Source: an optimization exercise on an open RTL-to-GDS flow (aim: a short achievable clock period and few clock cycles). Production flows keep margins and buffers that such runs may drop. In this exercise RTL edits were held to simulation tests only and were not proved equivalent to the original. Power figures rest on the tool's default switching activity, not on a simulated workload.

<file path="flow/design.v">
module ksadd #(
    parameter int W = 32
)(
    input logic[W-1:0] a,
    input logic[W-1:0] b,
    input logic cin,
    output logic[W-1:0] s,
    output logic cout
);
    localparam int L = 5;   
    logic[W-1:0] g[L+1];
    logic[W-1:0] p[L+1];
    logic[W-1:0] x;
    assign x = a ^ b;
    assign g[0] = {a[W-1:1] & b[W-1:1], (a[0] & b[0]) | (x[0] & cin)};
    assign p[0] = x;
    for (genvar k = 0; k < L; k++) begin : level
        for (genvar i = 0; i < W; i++) begin : bit_
            if (i >= (1 << k)) begin : op
                assign g[k+1][i] = g[k][i] | (p[k][i] & g[k][i - (1 << k)]);
                assign p[k+1][i] = p[k][i] & p[k][i - (1 << k)];
            end else begin : pass
                assign g[k+1][i] = g[k][i];
                assign p[k+1][i] = p[k][i];
            end
        end
    end
    assign s = x ^ {g[L][W-2:0], cin};
    assign cout = g[L][W-1];
endmodule
module riscv #(
    parameter logic[31:0] BootVector = 32'h0000_0000
)(
    input logic clk,
    input logic reset,
    output logic halted,
    input logic unhalt,
    output logic[31:0] i_addr,
    input logic[31:0] i_data,
    output logic[31:0] d_addr,
    output logic[31:0] d_wdata,
    output logic[3:0] d_wstrb,
    input logic[31:0] d_rdata
);
    localparam int TagW = 8;
    logic[31:0] pc_f;
    logic[31:0] pc_ct, pc_nx;
    logic[15:0] oh_f;
    logic hit_f, pred_f;
    logic[1:0] ctr_f;
    logic[29:0] ptgt_f;
    logic valid_d;
    logic[31:0] ir_d;
    logic[31:0] pc_d;
    logic hit_d, pred_d;
    logic[1:0] ctr_d;
    logic[29:0] ptgt_d;
    logic lui_d, auipc_d, jal_d, jalr_d, br_d, ld_d, st_d, opimm_d, op_d, ill_d;
    logic[31:0] immpc_d, immalu_d;
    logic stall_d, redir_d;
    logic frz, hold_fd;
    logic[2:0] f3;
    logic[4:0] rd, rs1, rs2;
    logic use_rs1, use_rs2, b_imm, writes;
    logic he1_d, he2_d, hm1_d, hm2_d, sd;
    logic[31:0] pc_imm_d, pc4_d;
    logic valid_e;
    logic[31:0] a_e, b_e, s_e;
    logic fa1_e, fb1_e, fs1_e;
    logic[3:0] cs_e;
    logic[4:0] rs_e;
    logic sub_e, sgn_e, breq_e, brinv_e;
    logic[8:0] rsel_e;
    logic[2:0] mf3_e;
    logic sra_e;
    logic[31:0] dres_e;
    logic[31:0] pc4_e, pc_imm_e;
    logic is_br_e, is_jal_e, is_jalr_e, is_ld_e, is_st_e, wr_e;
    logic[4:0] rd_e;
    logic pred_e, hit_e, dp_e, exc_e;
    logic[1:0] ctr_e;
    logic[29:0] ptgt_e;
    logic[TagW+3:0] pcb_e;
    logic valid_m;
    logic[31:0] res_m, addr_m, wd_m;
    logic[3:0] wstrb_m;
    logic ld_m, wr_m, jalr_m, pred_m, hit_m, exc_m, ctrl_m, taken_m;
    logic[2:0] f3_m;
    logic[4:0] rd_m;
    logic[1:0] ctr_m;
    logic[29:0] ptgt_m, pcimm_m;
    logic[TagW+3:0] pcb_m;
    logic redir_m;
    logic[31:0] tgt_m, tgt1_m, tgt0_m;
    logic[15:0] ohtgt_m, oh1_m, oh0_m;
    logic cond_m, misp1_m, misp0_m, br_m, jal_m, excr_m, pcimm1_m;
    logic wr_w;
    logic[4:0] rd_w;
    logic[31:0] res_w;
    logic[15:0] btb_v;
    logic[TagW-1:0] btb_tag[16];
    logic[29:0] btb_tgt[16];
    logic[1:0] btb_ctr[16];
    always_comb begin
        ctr_f = '0;
        ptgt_f = '0;
        hit_f = 1'b0;
        for (int i = 0; i < 16; i++) begin
            ctr_f = ctr_f | (btb_ctr[i] & {2{oh_f[i]}});
            ptgt_f = ptgt_f | (btb_tgt[i] & {30{oh_f[i]}});
            hit_f = hit_f | (btb_v[i] & oh_f[i] & (btb_tag[i] == pc_f[TagW+5:6]));
        end
    end
    assign pred_f = hit_f & ctr_f[1];
    logic[31:0] pc4_f, npc_f;
    logic[15:0] ohnpc_f;
    assign pc4_f = {pc_f[31:2] + 30'd1, pc_f[1:0]};
    assign npc_f = pred_f ? {ptgt_f, 2'b00} : pc4_f;
    assign ohnpc_f = pred_f ? (16'h1 << ptgt_f[3:0]) : {oh_f[14:0], oh_f[15]};
    logic[31:0] ia;
    logic[29:0] da_n;
    logic boot;
    assign i_addr = ia;
    always_ff @(posedge clk)
        ia <= pc_nx;
    always_ff @(posedge clk or posedge reset) begin
        if (reset)
            boot <= 1'b1;
        else
            boot <= 1'b0;
    end
    logic[15:0] oh_ct, oh_nx;
    logic misp1, misp0, cond;
    logic[31:0] tgt1, tgt0;
    assign pc_ct = redir_d ? dtgt : (hold_fd ? pc_f : npc_f);
    assign oh_ct = redir_d ? (16'h1 << dtgt[5:2]) : (hold_fd ? oh_f : ohnpc_f);
    logic tok_e, ok_e;
    assign tok_e = dp_e | ((pc_imm_e[31:2] == ptgt_e) & ~pc_imm_e[1]);
    assign ok_e = pred_e & tok_e;
    always_comb begin
        if (is_br_e) begin
            misp1 = ~ok_e;
            misp0 = pred_e;
        end else if (is_jal_e) begin
            misp1 = ~ok_e;
            misp0 = ~ok_e;
        end else if (is_jalr_e) begin
            misp1 = 1'b0;
            misp0 = 1'b0;
        end else begin
            misp1 = pred_e;
            misp0 = pred_e;
        end
        misp1 = misp1 & valid_e;
        misp0 = misp0 & valid_e;
    end
    assign tgt1 = (is_br_e | is_jal_e) ? pc_imm_e : pc4_e;
    assign tgt0 = is_jal_e ? pc_imm_e : pc4_e;
    assign pc_nx = redir_m ? tgt_m : pc_ct;
    assign oh_nx = redir_m ? ohtgt_m : oh_ct;
    logic kill_fd;
    assign kill_fd = redir_m;
    always_ff @(posedge clk or posedge reset) begin
        if (reset) begin
            pc_f <= BootVector;
            oh_f <= 16'h1 << BootVector[5:2];
        end else if (!halted | redir_m) begin
            pc_f <= pc_nx;
            oh_f <= oh_nx;
        end
    end
    always_ff @(posedge clk or posedge reset) begin
        if (reset)
            valid_d <= 1'b0;
        else if (kill_fd | redir_d)
            valid_d <= 1'b0;
        else if (!hold_fd)
            valid_d <= 1'b1;
    end
    logic[6:0] opc_f;
    logic lui_f, auipc_f, jal_f, jalr_f, br_f, ld_f, st_f, opimm_f, op_f, misc_f;
    assign opc_f = i_data[6:0];
    assign lui_f   = opc_f == 7'b0110111;
    assign auipc_f = opc_f == 7'b0010111;
    assign jal_f   = opc_f == 7'b1101111;
    assign jalr_f  = opc_f == 7'b1100111;
    assign br_f    = opc_f == 7'b1100011;
    assign ld_f    = opc_f == 7'b0000011;
    assign st_f    = opc_f == 7'b0100011;
    assign opimm_f = opc_f == 7'b0010011;
    assign op_f    = opc_f == 7'b0110011;
    assign misc_f  = opc_f == 7'b0001111;
    always_ff @(posedge clk) begin
        if (!hold_fd) begin
            ir_d <= i_data;
            pc_d <= pc_f;
            hit_d <= hit_f;
            pred_d <= pred_f;
            ctr_d <= ctr_f;
            ptgt_d <= ptgt_f;
            lui_d <= lui_f;
            auipc_d <= auipc_f;
            jal_d <= jal_f;
            jalr_d <= jalr_f;
            br_d <= br_f;
            ld_d <= ld_f;
            st_d <= st_f;
            opimm_d <= opimm_f;
            op_d <= op_f;
            ill_d <= ~(lui_f | auipc_f | jal_f | jalr_f | br_f | ld_f | st_f | opimm_f | op_f | misc_f);
            immpc_d <= br_f ? {{20{i_data[31]}}, i_data[7], i_data[30:25], i_data[11:8], 1'b0} :
                       (jal_f ? {{12{i_data[31]}}, i_data[19:12], i_data[20], i_data[30:21], 1'b0} :
                        {i_data[31:12], 12'h000});
            immalu_d <= st_f ? {{20{i_data[31]}}, i_data[31:25], i_data[11:7]} :
                        {{20{i_data[31]}}, i_data[31:20]};
            he1_d <= writes && rd == i_data[19:15];
            he2_d <= writes && rd == i_data[24:20];
            hm1_d <= wr_e && rd_e == i_data[19:15];
            hm2_d <= wr_e && rd_e == i_data[24:20];
        end
    end
    logic[31:0] rv1, rv2;
    assign f3 = ir_d[14:12];
    assign rd = ir_d[11:7];
    assign rs1 = ir_d[19:15];
    assign rs2 = ir_d[24:20];
    assign use_rs1 = jalr_d | br_d | ld_d | st_d | opimm_d | op_d;
    assign use_rs2 = br_d | st_d | op_d;
    assign b_imm = jalr_d | ld_d | st_d | opimm_d;
    assign writes = (lui_d | auipc_d | jal_d | jalr_d | ld_d | opimm_d | op_d) & (rd != 5'd0);
    ksadd #(32) pc_imm_add(.a(pc_d), .b(immpc_d), .cin(1'b0), .s(pc_imm_d), .cout());
    assign pc4_d = {pc_d[31:2] + 30'd1, pc_d[1:0]};
    logic[31:0] regs[32];
    always_ff @(posedge clk) begin
        if (wr_w)
            regs[rd_w] <= res_w;
    end
    assign rv1 = (rs1 == 5'd0) ? 32'h0 : ((wr_w && rd_w == rs1) ? res_w : regs[rs1]);
    assign rv2 = (rs2 == 5'd0) ? 32'h0 : ((wr_w && rd_w == rs2) ? res_w : regs[rs2]);
    logic[31:0] ld_val, mres;
    assign mres = ld_m ? ld_val : res_m;
    logic wr_e_live;
    assign wr_e_live = valid_e & wr_e;
    logic m1e, m2e, m1m, m2m;
    assign m1e = he1_d & valid_e;
    assign m2e = he2_d & valid_e;
    assign m1m = (sd ? he1_d : hm1_d) & wr_m;
    assign m2m = (sd ? he2_d : hm2_d) & wr_m;
    always_ff @(posedge clk or posedge reset) begin
        if (reset)
            sd <= 1'b0;
        else
            sd <= stall_d;
    end
    assign stall_d = valid_d & is_ld_e & ((use_rs1 & m1e) | (use_rs2 & m2e));
    assign frz = halted | (valid_e & exc_e) | boot;
    assign hold_fd = stall_d | frz;
    logic sub_d, fb1_d;
    logic[4:0] ssel;
    assign ssel = {m1e & fb1_d & ~sub_d, ~m1e & fb1_d & sub_d, ~m1e & fb1_d & ~sub_d,
                   m1e & ~fb1_d, ~m1e & ~fb1_d};
    assign sub_d = br_d | ((op_d | opimm_d) & f3[2:1] == 2'b01) | (op_d & ir_d[30] & f3 == 3'b000);
    assign fb1_d = ~b_imm & m2e;
    logic auipc_e, fuse;
    logic[31:0] jt, dtgt;
    ksadd #(32) jt_add(.a(dres_e), .b(immalu_d), .cin(1'b0), .s(jt), .cout());
    assign fuse = jalr_d & auipc_e & m1e;
    assign dtgt = fuse ? {jt[31:1], 1'b0} : pc_imm_d;
    logic dpred;
    assign dpred = ~hit_d & (jal_d | (br_d & ir_d[31]) | fuse);
    assign redir_d = valid_d & dpred & ~hold_fd;
    always_ff @(posedge clk or posedge reset) begin
        if (reset)
            valid_e <= 1'b0;
        else
            valid_e <= valid_d & ~hold_fd & ~kill_fd;
    end
    always_ff @(posedge clk) begin
        begin
            a_e <= m1m ? mres : rv1;
            b_e <= (b_imm ? immalu_d : (m2m ? mres : rv2)) ^ {32{sub_d}};
            s_e <= m2m ? mres : rv2;
            fa1_e <= m1e;
            fb1_e <= fb1_d;
            fs1_e <= m2e;
            sub_e <= sub_d;
            cs_e <= {m1e & fb1_d, ~m1e & fb1_d, m1e & ~fb1_d, ~m1e & ~fb1_d};
            rs_e <= ssel & {5{~(lui_d | auipc_d | jal_d | jalr_d) & ~((op_d | opimm_d) & f3 != 3'b000)}};
            sgn_e <= br_d ? ~f3[1] : ~f3[0];
            breq_e <= ~f3[2];
            brinv_e <= f3[0];
            rsel_e <= (lui_d | auipc_d | jal_d | jalr_d) ? 9'h100 :
                      ((op_d | opimm_d) ? {1'b0, 8'h01 << f3} : 9'h001);
            sra_e <= ir_d[30];
            dres_e <= lui_d ? immpc_d : (auipc_d ? pc_imm_d : pc4_d);
            pc4_e <= pc4_d;
            pc_imm_e <= pc_imm_d;
            is_br_e <= br_d & (f3[2:1] != 2'b01);
            is_jal_e <= jal_d;
            is_jalr_e <= jalr_d;
            is_ld_e <= ld_d;
            is_st_e <= st_d;
            wr_e <= writes;
            rd_e <= rd;
            mf3_e <= f3;
            pred_e <= pred_d | dpred;
            hit_e <= hit_d;
            dp_e <= ~hit_d;
            ctr_e <= ctr_d;
            ptgt_e <= (~hit_d & fuse) ? jt[31:2] : ptgt_d;
            auipc_e <= auipc_d;
            exc_e <= ill_d;
            pcb_e <= pc_d[TagW+5:2];
        end
    end
    logic[31:0] s00, s10, s01a, s01s;
    logic c01s;
    ksadd #(32) add00(.a(a_e), .b(b_e), .cin(sub_e), .s(s00), .cout());
    ksadd #(32) add10(.a(res_m), .b(b_e), .cin(sub_e), .s(s10), .cout());
    ksadd #(32) add01a(.a(a_e), .b(res_m), .cin(1'b0), .s(s01a), .cout());
    ksadd #(32) add01s(.a(a_e), .b(~res_m), .cin(1'b1), .s(s01s), .cout(c01s));
    logic k00, k10;
    ksadd #(32) cmp00(.a(a_e), .b(b_e), .cin(1'b1), .s(), .cout(k00));
    ksadd #(32) cmp10(.a(res_m), .b(b_e), .cin(1'b1), .s(), .cout(k10));
    logic lt00, lt10, lt01;
    assign lt00 = (sgn_e & (a_e[31] ^ ~b_e[31])) ? a_e[31] : ~k00;
    assign lt10 = (sgn_e & (res_m[31] ^ ~b_e[31])) ? res_m[31] : ~k10;
    assign lt01 = (sgn_e & (a_e[31] ^ res_m[31])) ? a_e[31] : ~c01s;
    logic eq00, eq10, eq01;
    assign eq00 = &(a_e ^ b_e);
    assign eq10 = &(res_m ^ b_e);
    assign eq01 = (a_e == res_m);
    logic cd00, cd10, cd01, cd11;
    assign cd00 = (breq_e ? eq00 : lt00) ^ brinv_e;
    assign cd10 = (breq_e ? eq10 : lt10) ^ brinv_e;
    assign cd01 = (breq_e ? eq01 : lt01) ^ brinv_e;
    assign cd11 = breq_e ^ brinv_e;
    assign cond = (cs_e[0] & cd00) | (cs_e[1] & cd10) | (cs_e[2] & cd01) | (cs_e[3] & cd11);
    logic[31:0] sum;
    logic lt;
    assign sum = fa1_e ? s10 : s00;
    assign lt = (cs_e[0] & lt00) | (cs_e[1] & lt10) | (cs_e[2] & lt01);
    logic[31:0] fa, fb, fs;
    assign fa = fa1_e ? res_m : a_e;
    assign fb = fb1_e ? res_m : b_e;
    assign fs = fs1_e ? res_m : s_e;
    logic[63:0] shr64;
    logic[31:0] shr, shl;
    assign shr64 = {{32{sra_e & fa[31]}}, fa} >> fb[4:0];
    assign shr = shr64[31:0];
    assign shl = fa << fb[4:0];
    logic[31:0] alu_res;
    assign alu_res = ({32{rs_e[0]}} & s00) | ({32{rs_e[1]}} & s10) | ({32{rs_e[2]}} & s01a) |
                     ({32{rs_e[3]}} & s01s) | ({32{rs_e[4]}} & {res_m[30:0], 1'b0}) |
                     ({32{rsel_e[1]}} & shl) |
                     {31'h0, (rsel_e[2] | rsel_e[3]) & lt} |
                     ({32{rsel_e[4]}} & (fa ^ fb)) |
                     ({32{rsel_e[5]}} & shr) |
                     ({32{rsel_e[6]}} & (fa | fb)) |
                     ({32{rsel_e[7]}} & (fa & fb)) |
                     ({32{rsel_e[8]}} & dres_e);
    logic[3:0] lanes;
    logic mis_mem;
    always_comb begin
        lanes = 4'b0000;
        mis_mem = 1'b0;
        case (mf3_e[1:0])
            2'b00: lanes = 4'b0001 << sum[1:0];
            2'b01: begin
                lanes = sum[1] ? 4'b1100 : 4'b0011;
                mis_mem = sum[0];
            end
            2'b10: begin
                lanes = 4'b1111;
                mis_mem = sum[1] | sum[0];
            end
            default: mis_mem = 1'b1;
        endcase
    end
    logic go_m;
    assign go_m = valid_e & ~redir_m;
    always_ff @(posedge clk or posedge reset) begin
        if (reset) begin
            valid_m <= 1'b0;
            wr_m <= 1'b0;
            wstrb_m <= 4'h0;
        end else begin
            valid_m <= go_m;
            wr_m <= go_m & wr_e;
            wstrb_m <= (go_m & is_st_e & ~mis_mem) ? lanes : 4'h0;
        end
    end
    always_ff @(posedge clk) begin
        begin
            res_m <= alu_res;
            cond_m <= cond;
            misp1_m <= misp1;
            misp0_m <= misp0;
            tgt1_m <= tgt1;
            tgt0_m <= tgt0;
            oh1_m <= 16'h1 << tgt1[5:2];
            oh0_m <= 16'h1 << tgt0[5:2];
            br_m <= is_br_e;
            pcimm1_m <= pc_imm_e[1];
            addr_m <= sum;
            da_n <= ~sum[31:2];
            case (mf3_e[1:0])
                2'b00: wd_m <= {4{fs[7:0]}};
                2'b01: wd_m <= {2{fs[15:0]}};
                default: wd_m <= fs;
            endcase
            ld_m <= is_ld_e;
            f3_m <= mf3_e;
            rd_m <= rd_e;
            jalr_m <= is_jalr_e;
            pred_m <= pred_e;
            hit_m <= hit_e;
            ctr_m <= ctr_e;
            ptgt_m <= ptgt_e;
            pcb_m <= pcb_e;
            pcimm_m <= pc_imm_e[31:2];
            ctrl_m <= is_br_e | is_jal_e | is_jalr_e;
            jal_m <= is_jal_e | is_jalr_e;
            excr_m <= ((is_ld_e | is_st_e) & mis_mem) | (is_jal_e & pc_imm_e[1]) | (is_jalr_e & sum[1]);
        end
    end
    assign d_addr = {~da_n, 2'b00};
    assign d_wdata = wd_m;
    assign d_wstrb = wstrb_m;
    logic rq_m;
    assign taken_m = (br_m & cond_m) | jal_m;
    assign exc_m = excr_m | (br_m & cond_m & pcimm1_m);
    assign rq_m = valid_m & (cond_m ? misp1_m : misp0_m);
    assign redir_m = rq_m | (valid_m & (exc_m | (jalr_m & ~(pred_m & (addr_m[31:2] == ptgt_m) & ~addr_m[1]))));
    assign tgt_m = rq_m ? (cond_m ? tgt1_m : tgt0_m) : {addr_m[31:1], 1'b0};
    assign ohtgt_m = rq_m ? (cond_m ? oh1_m : oh0_m) : (16'h1 << addr_m[5:2]);
    logic[31:0] sh;
    assign sh = d_rdata >> {addr_m[1:0], 3'b000};
    always_comb
        case (f3_m)
            3'b000: ld_val = {{24{sh[7]}}, sh[7:0]};
            3'b001: ld_val = {{16{sh[15]}}, sh[15:0]};
            3'b100: ld_val = {24'h0, sh[7:0]};
            3'b101: ld_val = {16'h0, sh[15:0]};
            default: ld_val = d_rdata;
        endcase
    always_ff @(posedge clk or posedge reset) begin
        if (reset)
            wr_w <= 1'b0;
        else
            wr_w <= wr_m & ~exc_m;
    end
    always_ff @(posedge clk) begin
        begin
            res_w <= mres;
            rd_w <= rd_m;
        end
    end
    logic[3:0] idx_m;
    logic[29:0] btgt_m;
    assign idx_m = pcb_m[3:0];
    assign btgt_m = jalr_m ? addr_m[31:2] : pcimm_m;
    always_ff @(posedge clk or posedge reset) begin
        if (reset)
            btb_v <= 16'h0;
        else if (valid_m) begin
            if (ctrl_m) begin
                if (taken_m)
                    btb_v[idx_m] <= 1'b1;
            end else if (hit_m)
                btb_v[idx_m] <= 1'b0;
        end
    end
    always_ff @(posedge clk) begin
        if (valid_m && ctrl_m) begin
            if (taken_m) begin
                btb_tag[idx_m] <= pcb_m[TagW+3:4];
                btb_tgt[idx_m] <= btgt_m;
                btb_ctr[idx_m] <= hit_m ? (ctr_m == 2'b11 ? 2'b11 : ctr_m + 2'b01) : 2'b10;
            end else if (hit_m)
                btb_ctr[idx_m] <= (ctr_m == 2'b00) ? 2'b00 : ctr_m - 2'b01;
        end
    end
    logic halt_set;
    assign halt_set = (valid_e & exc_e & ~redir_m) | (valid_m & exc_m);
    always_ff @(posedge clk or posedge reset) begin
        if (reset)
            halted <= 1'b0;
        else if (unhalt)
            halted <= 1'b0;
        else if (halt_set)
            halted <= 1'b1;
    end
endmodule
</file>
<file path="flow/flow/run.sh">
#!/bin/bash
set -euo pipefail
MARGIN=${MARGIN:-6.5}
EXTRA=(SETUP_SLACK_MARGIN=$MARGIN "BUFFER_PORTS_ARGS=-buffer_cell sky130_fd_sc_hd__buf_6")
bash standard.sh synth > synth.log 2>&1
bash standard.sh floorplan "${EXTRA[@]}" > floorplan.log 2>&1
bash standard.sh place "${EXTRA[@]}" > place.log 2>&1
bash standard.sh cts "${EXTRA[@]}" > cts.log 2>&1
bash standard.sh route "${EXTRA[@]}" > route.log 2>&1
bash standard.sh finish "${EXTRA[@]}" > finish.log 2>&1
</file>
<file path="flow/standard.sh">
#!/bin/bash
# synth_recipe.tcl (not shown) runs the flow's synth.tcl, then flattens the netlist and writes it again
# the make line also repeats each setting of config.mk as NAME=value (left out here)
make -C /OpenROAD-flow-scripts/flow DESIGN_CONFIG=/design/flow/config.mk WORK_HOME=/design/flow/orfs CLKGATE_MAP_FILE= SYNTH_SCRIPT=/design/flow/synth_recipe.tcl "${@:-finish}"
</file>
<file path="flow/config.mk">
export PLATFORM = sky130hd
export DESIGN_NAME = riscv
export DESIGN_NICKNAME = riscv
export VERILOG_FILES = /design/flow/design.v
export SDC_FILE = /design/flow/constraint.sdc
export NUM_CORES = 4
export LEC_CHECK = 0
export ABC_CLOCK_PERIOD_IN_PS = 3000
export CAP_MARGIN = 20
export CORE_MARGIN = 2
export CORE_UTILIZATION = 55
export PLACE_DENSITY = 0.62
export SLEW_MARGIN = 20
</file>
<file path="flow/constraint.sdc">
create_clock -name core_clock -period 10.0 [get_ports {clk}]
set_input_delay 2.0000 -clock core_clock [delete_from_list [all_inputs] [get_ports {clk}]]
set_output_delay 2.0000 -clock core_clock [all_outputs]
set_load 0.01 [all_outputs]
</file>
==> summary.txt, run 1 <==
CP bufs+invs: 0
WL/cell: 35.4 um
Period utilization: 35.8%
Area of the multi-input gates: 0.0491 mm2
Largest Register: regs
FF-to-FF Start: res_m[7]
Fin area: 0.138 mm2
Drt total wl: 427,000 um
Syn-to-layout area delta: 15.0%
Cell area after placement: 0.125 mm2
Slowest stage delay, CP: 0.42 ns
WS Path Type: reg -> reg
Seq/Total Area, Yosys: 58.0%
WP data arrival: 4.35 ns
Root buf cell: clkbuf_16
Initial core utilization: 55.3%
Final Critical Period: 3.58 ns
Fmax: 0.279 GHz
Die width: 471 um
Vias in the first global route: 79,200
Yosys reg bits: 2,552
Routability cong.: 0.989
Initial antenna violation count: 37
Pre-CTS setup slack: 4.61 ns
Top flop regs: regs (1024), btb_tgt (480), btb_tag (128)
First-pass GRT wire length: 591,000 um
Final non-filler cell total: 12,100
DP Wirelength: 272,000 um
Nets@finish: 9,316
Most common cell after layout, fill and taps aside: edfxtp_1
CP cell instances: ha_2 -> and3_1 -> nand2_1 -> a21oi_1 -> o21ai_1 -> a21o_1 -> a311o_1 -> a22o_1 -> a221o_1 -> a211o_1 -> a22o_1
Register area: 0.0698 mm2
Slew headroom: 24.3%
Hold Path Sink: pcb_m[7]
Min-delay src: pcb_e[7]
Number of top-level pins: 168
Clock transition at path regs: 0.07 ns
Worst-Skew Late Latency: 0.97 ns
Pre-antenna DRT Iters: 10
Hold Vio Cnt, Final: 0
Met2 Track Usage GR: 56.9%
Worst Hold Depth: 0
YS warnings: 4
Post-synth top flop: edfxtp_1
Via density: 6.89
Die footprint: 0.222 mm2
Hold_ws: 0.327 ns
Post-placement cell count: 11,400
Post-synth ARST share: 2.98%
CTS Buf Count: 290
Core area: 0.217 mm2
LEAKAGE: 48.4 nW
Drt drc: 0
Synth cell types: 97
Critical path peak fanout: 8
Setup tns final: 0 ns
P per Cell Area: 381 mW/mm2
Fillers: 16,100
Clock net sink count: 2,552
Final slew viol count: 0
Final antenna-violating net count: 0
Element type at the critical path start: register
CTS tree: yes
Max reg flops: 1,024
GR Util met1: 52.6%
# port buffers: 165
Syn avg cell area: 13.7 um2
Top cell type's share of synthesized area: 45.2%
Synth area leaders: edfxtp_1 (45%), mux4_2 (12%), dfxtp_1 (11%)
Total of max-cap violations: 0
CP dominant cell by count: a22o_1
Outcome: no timing/DRC/antenna violations
CTS H-tree depth: 5
Post-synth EDFFs: 1,804
Skew final: 0.0755 ns
Clock buffer depth: 4
Setup-failing EPs final: 0
Synth area leader: edfxtp_1
Post-Synthesis Cells: 8,768
M3 GR Usage: 7.50%
CP top delay family: compound AO/OA/AOI/OAI gates
Share of layout cells above drive strength 1: 23.2%
Worst Hold Class: reg -> reg
Critical path's slowest cell: ha_2
Most frequent cells in the layout: edfxtp_1 (1,804), mux4_2 (644), dfxtp_1 (552), nand2_1 (534), nor2_1 (458)
Max IR drop VDD: 215 uV
Post-Syn Area: 0.120 mm2
Critical Path End Type: register
Die height: 471 um
Total Routing Usage GR: 37.6%
R2r endpoint: cond_m
Setup slack, reg-to-reg: 6.42 ns
Hold buffers post-CTS: 0
Slew @ Worst Pin: 1.13 ns
RSZ-0062 raised after global routing: yes
Worst Path Required: 10.77 ns
Worst Reg-to-Reg Cells: 11
Most Crowded Layer GR: met2
Core Rows: 171
Drt first-iter violations: 12,200
Final worst slack: 6.42 ns
Vias: 83,300
GRT Residual Overflow: 0
Largest net degree at the start of global routing: 109
-- synthesized netlist by cell type (89+ instances only) --
| cell type | n |
|---|---|
| clkbuf_1 | 359 |
| mux4_2 | 644 |
| a21oi_1 | 440 |
| nor2_1 | 515 |
| ha_1 | 258 |
| o22ai_1 | 112 |
| inv_1 | 302 |
| o21ai_1 | 89 |
| xnor2_1 | 262 |
| nand3_1 | 121 |
| mux2i_1 | 367 |
| a21o_1 | 96 |
| nand4_1 | 93 |
| a221oi_1 | 125 |
| mux2_2 | 160 |
| xor2_1 | 148 |
| nor3_1 | 103 |
| edfxtp_1 | 1804 |
| dfxtp_1 | 672 |
| nand2_1 | 542 |
| o21ai_0 | 228 |
| buf_1 | 123 |
| a22o_1 | 109 |
-- worst max path at each step --
stage / start / end / slack [ns] / depth (start not counted)
final: res_m[7] / cond_m / 6.42 / 11
after global routing: b_e[29] / cond_m / 6.39 / 10
after CTS: halted / halted / 6.42 / 1
after detailed placement: addr_m[26] / pc_f[25] / 4.61 / 10
after global placement: addr_m[26] / pc_f[25] / 4.59 / 10
after floorplan: i_data[4] / immpc_d[20] / 6.38 / 8
-- layer usage --
metal,wire length (um),vias up
met1,167000,42600
met3,43900,904
met2,194000,5159
met4,22300,16
li1,-,34600
met5,101,-
-- repair_timing --
| item | CTS | global route |
|---|---|---|
| resized for setup | 369 | 183 |
| setup endpoints to repair | 681 | 298 |
| buffers inserted | 47 | 58 |
| pin swaps | 26 | 39 |
| cloned | 10 | 9 |
-- cell type report --
type / count / share of cell area, %
Inverter: 316 / 0.893
Tap cell: 2854 / 2.59
Timing Repair inverter: 1 / 0.00635
Sequential cell: 2552 / 50.6
Clock buffer: 404 / 5.96
Clock inverter: 95 / 0.657
Timing Repair Buffer: 464 / 3.68
Multi-Input combinational cell: 5358 / 35.6
Antenna cell: 33 / 0.0598
-- worst reg2reg max path: stages (launching register included) --
cell and delay (ns):
dfxtp_4 0.41, ha_2 0.42, and3_1 0.22, nand2_1 0.11, a21oi_1 0.20, o21ai_1 0.16, a21o_1 0.30, a311o_1 0.38
a22o_1 0.32, a221o_1 0.34, a211o_1 0.27, a22o_1 0.31
-- cells by family after synthesis --
group	after synthesis	share of synthesized area, %
flip-flops	2552	58.0
XOR/XNOR	410	2.99
other	1	0.00313
multiplexers	1176	16.7
adder cells (fa/ha/maj)	266	2.82
AO/OA/AOI/OAI	1804	10.1
AND/OR/NAND/NOR	1697	6.55
buffers and inverters	862	2.83
-- power by group --
part / switching (mW) / leakage, nW / internal [mW] / total [mW]
combinational: 15.5 / 21.2 / 9.53 / 25.1
clock: 4.24 / 4.46 / 6.13 / 10.4
sequential: 2.85 / 22.7 / 14.3 / 17.1
-- through the flow --
| step | util (%) | total power, mW |
|---|---|---|
| final | 63.6 | 52.6 |
| after CTS | 62.9 | 51.2 |
| after floorplan | - | 30.4 |
| after global placement | 57.7 | 39.6 |
| after global routing | 63.6 | 54.3 |
| after detailed placement | 57.7 | 39.8 |
Testbench counts, summed over its fixed seeds: cycles 74,559.
==> inputs of run 2 (changes only) <==
--- a/flow/config.mk
+++ b/flow/config.mk
@@ -8,6 +8,5 @@
 export ABC_CLOCK_PERIOD_IN_PS = 3000
 export CAP_MARGIN = 20
 export CORE_MARGIN = 2
-export CORE_UTILIZATION = 55
-export PLACE_DENSITY = 0.62
+export CORE_UTILIZATION = 40
 export SLEW_MARGIN = 20
==> run 2 against run 1 <==
Against the previous run:
- utilization down 17 points
- worst hold slack got worse by 0.0056 ns
- sequential power hardly changed
- maximum frequency grew 1.2%
- highest routed layer unchanged
==> summary.txt, run 2 <==
Outcome: no timing/DRC/antenna violations
Fraction of the mapped netlist area in simple logic gates: 6.55%
Worst Path Required: 8.00 ns
Post-Syn Area: 0.120 mm2
Share of layout cells above drive strength 1: 23.2%
Drt first-iter violations: 10,800
Setup tns final: 0 ns
CTS Buf Count: 281
Post-synth EDFFs: 1,804
Vias: 82,100
Clock net sink count: 2,552
Period utilization: 35.4%
WP data arrival: 1.54 ns
Die height: 552 um
Synth cell types: 97
Most frequent cells in the layout: edfxtp_1 (1,804), mux4_2 (644), dfxtp_1 (567), nand2_1 (535), nor2_1 (455)
Largest Register: regs
Max IR drop VDD: 178 uV
Synth Area in Compound Gates: 10.1%
# port buffers: 165
Pre-antenna DRT Iters: 10
RSZ-0062 raised after global routing: yes
Clock transition at path regs: 0.06 ns
Post-layout util: 46.6%
Via density: 6.22
Nets@finish: 9,305
YS warnings: 4
Final antenna-violating net count: 0
Post-synth top flop: edfxtp_1
Clock buffer depth: 4
Synth area leader: edfxtp_1
Yosys reg bits: 2,552
Xor/xnor share of the synthesized area: 2.99%
Most common cell after layout, fill and taps aside: edfxtp_1
CTS H-tree depth: 5
CP bufs+invs: 1
Initial core utilization: 40.1%
Total Routing Usage GR: 27.4%
Slew headroom: 25.3%
Vias in the first global route: 79,700
Initial antenna violation count: 38
Core Rows: 201
Top cell type's share of synthesized area: 45.2%
Setup-failing EPs final: 0
Top flop regs: regs (1024), btb_tgt (480), btb_tag (128)
Post-synth ARST share: 2.98%
First-pass GRT wire length: 597,000 um
Largest net degree at the start of global routing: 74
P per Cell Area: 378 mW/mm2
Final slew viol count: 0
Total Power: 52.7 mW
Post-synthesis mux area share: 16.7%
Slowest stage delay, CP: 0.49 ns
Critical path's slowest cell: dfrtp_2
Element type at the critical path start: register
Max reg flops: 1,024
Drt total wl: 429,000 um
WL/cell: 32.5 um
Slew @ Worst Pin: 1.12 ns
Syn avg cell area: 13.7 um2
CP cell instances: buf_6
Worst-Skew Late Latency: 0.92 ns
Skew final: 0.0581 ns
Die footprint: 0.304 mm2
Worst Hold Class: reg -> reg
Synth area leaders: edfxtp_1 (45%), mux4_2 (12%), dfxtp_1 (11%)
Post-synthesis adder-cell area fraction: 2.82%
Fmax: 0.283 GHz
Total of max-cap violations: 0
Core area: 0.299 mm2
Final worst slack: 6.46 ns
Drt drc: 0
GRT Residual Overflow: 0
LEAKAGE: 48.4 nW
Die width: 552 um
CP top delay family: flip-flops
Most common cell in the netlist: edfxtp_1
DP Wirelength: 276,000 um
Largest family of logic cells by synthesized area: multiplexers
Most common library cells after synthesis: edfxtp_1 (1,804), dfxtp_1 (672), mux4_2 (644), nand2_1 (542), nor2_1 (515)
Syn-to-layout area delta: 16.1%
Critical Path End Type: output pin
Root buf cell: clkbuf_16
Routability cong.: 0.999
Critical path peak fanout: 1
Pre-CTS setup slack: 5.14 ns
Number of top-level pins: 168
Final Critical Period: 3.54 ns
Post-Synthesis Cells: 8,768
CTS tree: yes
Hold Vio Cnt, Final: 0
Seq/Total Area, Yosys: 58.0%
WS Path Type: reg -> out
run 2: cell counts after synthesis:
No cell type changed its count.
run 2: layer usage:
metal | vias up | wire (um) | global-route usage, %
met5 | - | 105 | 0
met4 | 16 | 23500 | 13.7
met3 | 830 | 39000 | 4.93
met2 | 4523 | 198000 | 43.0
met1 | 42200 | 169000 | 36.6
li1 | 34600 | - | -
run 2: per-stage QoR:
stage,instances,hold WS (ns),cell area (um2)
2_1_floorplan,8770,0.310,120000
6_report,13200,0.321,139000
5_1_grt,13200,0.325,139000
3_3_place_gp,12500,0.315,127000
3_5_place_dp,12500,0.312,127000
4_1_cts,13100,0.314,138000
run 2: final cells by class:
type	count	area, um2
diodes	47	118
clock buffers	361	7710
clock inverters	147	1430
fillers	26100	160000
inverters	316	1220
multi-input cells	5358	49000
flip-flops and latches	2552	69800
well taps	3958	4950
repair buffers	461	5030
repair inverters	2	17.5
run 2: report_power, final:
group,switching [mW],total [mW],internal (mW),leakage [nW]
Clock,4.42,10.4,5.97,4.49
Combinational,15.8,25.3,9.51,21.2
Sequential,2.78,17.1,14.3,22.7
run 2: cells by family (layout without fill, tap and decap cells):
group / Yosys count / in the layout
xor gates and xnor gates: 410 / 410
adders and majority gates: 266 / 266
buffers and inverters: 862 / 1287
DFF: 2552 / 2552
muxes: 1176 / 1176
and+or+nand+nor: 1697 / 1699
other: 1 / 50
AOI/OAI and AO/OA: 1804 / 1804
run 2: path summary, 6_finish.rpt:
check | from | cells past startpoint | endpoint | slack [ns]
min in group asynchronous | reset | 2 | asynchronous set/reset pin | 1.05
min reg2reg | ill_d | 0 | exc_e | 0.32
min | ill_d | 0 | exc_e | 0.32
max | wstrb_m[0] | 1 | d_wstrb[0] | 6.46
max reg2reg | res_m[13] | 11 | res_m[0] | 6.47
max in group asynchronous | reset | 3 | wstrb_m[2] | 7.58
run 2: what timing repair did:
item,4_1_cts,5_1_grt
pin swaps,36,45
gates cloned,9,9
buffers inserted,57,52
endpoints found under the setup margin,400,213
hold buffers,0,0
resized for setup,315,149
==> inputs of run 3 (changes only) <==
--- a/flow/design.v
+++ b/flow/design.v
@@ -344,11 +344,12 @@
     assign fa = fa1_e ? res_m : a_e;
     assign fb = fb1_e ? res_m : b_e;
     assign fs = fs1_e ? res_m : s_e;
-    logic[63:0] shr64;
+    logic[63:0] shr64b, shr64r;
     logic[31:0] shr, shl;
-    assign shr64 = {{32{sra_e & fa[31]}}, fa} >> fb[4:0];
-    assign shr = shr64[31:0];
-    assign shl = fa << fb[4:0];
+    assign shr64b = {{32{sra_e & fa[31]}}, fa} >> b_e[4:0];
+    assign shr64r = {{32{sra_e & fa[31]}}, fa} >> res_m[4:0];
+    assign shr = fb1_e ? shr64r[31:0] : shr64b[31:0];
+    assign shl = fb1_e ? (fa << res_m[4:0]) : (fa << b_e[4:0]);
     logic[31:0] alu_res;
     assign alu_res = ({32{rs_e[0]}} & s00) | ({32{rs_e[1]}} & s10) | ({32{rs_e[2]}} & s01a) |
                      ({32{rs_e[3]}} & s01s) | ({32{rs_e[4]}} & {res_m[30:0], 1'b0}) |
==> run 3 against run 2 <==
Against the previous run:
- flip-flop and latch count did not move
- count of clock-buffer cells in the layout decreased by 5
- setup slack got worse by 0.057 ns
- clock skew increased by 0.011 ns
- critical path type is now reg -> reg
==> summary.txt, run 3 <==
Final antenna-violating net count: 0
RSZ-0062 raised after global routing: yes
Skew final: 0.0689 ns
Die width: 552 um
Switching Fraction: 43.8%
Clock transition at path regs: 0.06 ns
Slew @ Worst Pin: 1.22 ns
CTS Buf Count: 280
Period utilization: 36.0%
Root buf cell: clkbuf_16
Setup tns final: 0 ns
Worst Path Required: 10.76 ns
Hold_ws: 0.273 ns
CP dominant cell by count: a221o_2
Final Critical Period: 3.60 ns
Largest net degree at the start of global routing: 87
Share of layout cells above drive strength 1: 23.8%
Clock buffer depth: 4
Worst-Skew Late Latency: 0.92 ns
Number of top-level pins: 168
Clock net sink count: 2,552
Clk pwr share: 19.6%
Vias: 83,200
Post-Syn Area: 0.120 mm2
Top cell type's share of synthesized area: 45.2%
Pre-antenna DRT Iters: 8
Total Routing Usage GR: 28.5%
Syn-to-layout area delta: 16.3%
CP bufs+invs: 0
Final slew viol count: 0
Element type at the critical path start: register
Setup-failing EPs final: 0
Int Power: 29.8 mW
Fmax: 0.278 GHz
Slowest stage delay, CP: 0.47 ns
Drt total wl: 446,000 um
Synth area leader: edfxtp_1
First-pass GRT wire length: 617,000 um
Worst Hold Class: reg -> reg
Critical Path End Type: register
Comb pwr share: 48.2%
Hold Vio Cnt, Final: 0
CTS tree: yes
Pre-CTS setup slack: 5.16 ns
WS Path Type: reg -> reg
Slew headroom: 18.3%
# port buffers: 165
WL/cell: 33.7 um
Core Rows: 201
Sequential Power Share: 32.2%
Critical path peak fanout: 7
Post-synth EDFFs: 1,804
Critical path's slowest cell: dfxtp_2
Most common cell after layout, fill and taps aside: edfxtp_1
Top flop regs: regs (1024), btb_tgt (480), btb_tag (128)
Routability cong.: 0.975
Final worst slack: 6.40 ns
WP data arrival: 4.36 ns
GRT Residual Overflow: 0
YS warnings: 4
Nets@finish: 9,351
NetSw: 23.2 mW
Post-Synthesis Cells: 8,818
Drt first-iter violations: 11,100
Max reg flops: 1,024
Max IR drop VDD: 208 uV
Synth area leaders: edfxtp_1 (45%), mux4_2 (12%), dfxtp_1 (11%)
Initial core utilization: 40.1%
CP top delay family: compound AO/OA/AOI/OAI gates
Yosys reg bits: 2,552
Outcome: no timing/DRC/antenna violations
Drt drc: 0
Hold buffers post-CTS: 0
Vias in the first global route: 80,500
Core area: 0.299 mm2
Via density: 6.29
CTS H-tree depth: 5
Most common cell in the netlist: edfxtp_1
Die height: 552 um
Syn avg cell area: 13.6 um2
Initial antenna violation count: 24
CP cell instances: ha_2 -> and3_1 -> a221o_2 -> a221o_2 -> a211oi_4 -> o21ai_4 -> a311o_1 -> a21oi_2 -> xnor2_2 -> a221o_1 -> a211o_1
Synth cell types: 94
Die footprint: 0.304 mm2
LEAKAGE: 48.5 nW
Most frequent cells in the layout: edfxtp_1 (1,804), mux4_2 (642), nand2_1 (548), dfxtp_1 (548), nor2_1 (489)
Post-synth top flop: edfxtp_1
Largest Register: regs
P per Cell Area: 380 mW/mm2
Post-synth ARST share: 2.98%
Most common library cells after synthesis: edfxtp_1 (1,804), dfxtp_1 (672), mux4_2 (642), nand2_1 (553), nor2_1 (545)
Seq/Total Area, Yosys: 58.0%
DP Wirelength: 292,000 um
Total of max-cap violations: 0
[run 3: changes by cell type in the layout (fill, tap and decap cells not counted), sizes merged, moves of 15 or more]
cell    delta
o22ai     -40
a211oi    +32
a21oi     +32
nor2      +29
a22oi     +22
and3      +18
buf       +18
a21o      -17
and2      -17
diode     -17
o211ai    -16
mux2i     -15
[run 3: layout make-up]
type                            count  area (um2)
Timing Repair Buffer              474        5090
Fill cell                       25900      160000
Sequential cell                  2552       69800
Tap cell                         3958        4950
Antenna cell                       30        75.1
Multi-Input combinational cell   5382       49100
Clock inverter                    143        1510
Clock buffer                      356        7620
Timing Repair inverter              3        26.3
Inverter                          325        1260
[run 3: path summary, 6_finish.rpt]
check / start / endpoint / slack [ns] / cells after the start
min in group asynchronous: reset / oh_f[9] / 1.23 / 2
worst max register to register: a_e[4] / res_m[25] / 6.40 / 11
max in group asynchronous: reset / wstrb_m[2] / 7.17 / 3
worst max-delay path: a_e[4] / res_m[25] / 6.40 / 11
worst min register to register: hit_e / hit_m / 0.27 / 0
worst min-delay path: hit_e / hit_m / 0.27 / 0
[run 3: cells by family after synthesis]
| family | Yosys count | share of synthesized area [%] |
|---|---|---|
| buffers and inverters | 887 | 2.82 |
| other | 1 | 0.00313 |
| muxes | 1164 | 16.6 |
| AOI/OAI and AO/OA | 1814 | 10.2 |
| adders and majority gates | 266 | 2.83 |
| and+or+nand+nor | 1723 | 6.53 |
| DFF | 2552 | 58.0 |
| xor gates and xnor gates | 411 | 3.00 |
[run 3: per-layer routing]
metal / wire length (um) / track usage, % / vias to the layer above
li1: - / - / 34700
met1: 176000 / 38.3 / 42800
met2: 203000 / 44.4 / 4783
met3: 43100 / 5.81 / 960
met4: 24500 / 13.4 / 16
met5: 99 / 0 / -
[run 3: power groups by stage]
stage | Clock, mW | Sequential [mW] | Combinational (mW)
global route | 10.9 | 17.1 | 26.8
CTS | 10.5 | 17.0 | 24.4
detailed placement | 0 | 17.2 | 23.0
finish | 10.4 | 17.1 | 25.5
floorplan | 0 | 15.3 | 14.9
global placement | 0 | 17.2 | 22.9
[run 3: timing repair]
item | 4_1_cts | 5_1_grt
setup endpoints to repair | 787 | 332
buffers inserted | 65 | 53
pin swaps | 33 | 38
cloned | 10 | 4
gates resized for setup | 371 | 205
[run 3: worst reg2reg max path: cells and delay by family, from the launching register on]
| kind | cells | cell delay [ns] |
|---|---|---|
| AOI/OAI and AO/OA | 8 | 2.33 |
| DFF | 1 | 0.47 |
| adders and majority gates | 1 | 0.37 |
| and+or+nand+nor | 1 | 0.20 |
| xor gates and xnor gates | 1 | 0.13 |
[run 3: stage by stage]
step / std cells / power, mW / utilization (%) / area, um2
final: 13200 / 53.0 / 46.6 / 139000
after CTS: 13100 / 51.8 / 46.1 / 138000
after global placement: 12600 / 40.1 / 42.3 / 127000
after global routing: 13200 / 54.9 / 46.6 / 139000
after floorplan: 8820 / 30.2 / - / 120000
after detailed placement: 12600 / 40.3 / 42.3 / 127000
Testbench counts of run 3, summed over its fixed seeds: cycles 74,559.

-- re-timing with driven ports --
No port has a modelled driver above. Below, the same layouts with a new extraction and two added sets of constraints.
Step 1 assumes that a clkbuf_16 drives the clock port and a buf_2 every other input.
Step 2, shift: input delay + t, output delay - t, t = (earliest + latest rising clock arrival at the registers) / 2. This alone moves slack from input paths to output paths.
Slacks: ideal / step 1 / step 2; pairs: ideal / step 1.
run | t (ns) | setup WS [ns] | worst hold slack (ns) | worst setup path after step 2 | worst data-port slew with drivers (ns)
run 1 | 1.019 | 6.419 / 6.383 / 5.515 | 0.327 / 0.327 / 0.327 | input to register | 0.25
run 2 | 0.986 | 6.461 / 6.364 / 5.643 | 0.321 / 0.321 / 0.321 | input to register | 0.27
run 3 | 0.989 | 6.404 / 6.362 / 5.653 | 0.273 / 0.273 / 0.273 | input to register | 0.28
After both steps every run listed still meets setup and hold. For run 1, which loses most, drivers alone change the setup slack by -0.036 ns; drivers and shift together by -0.904 ns.
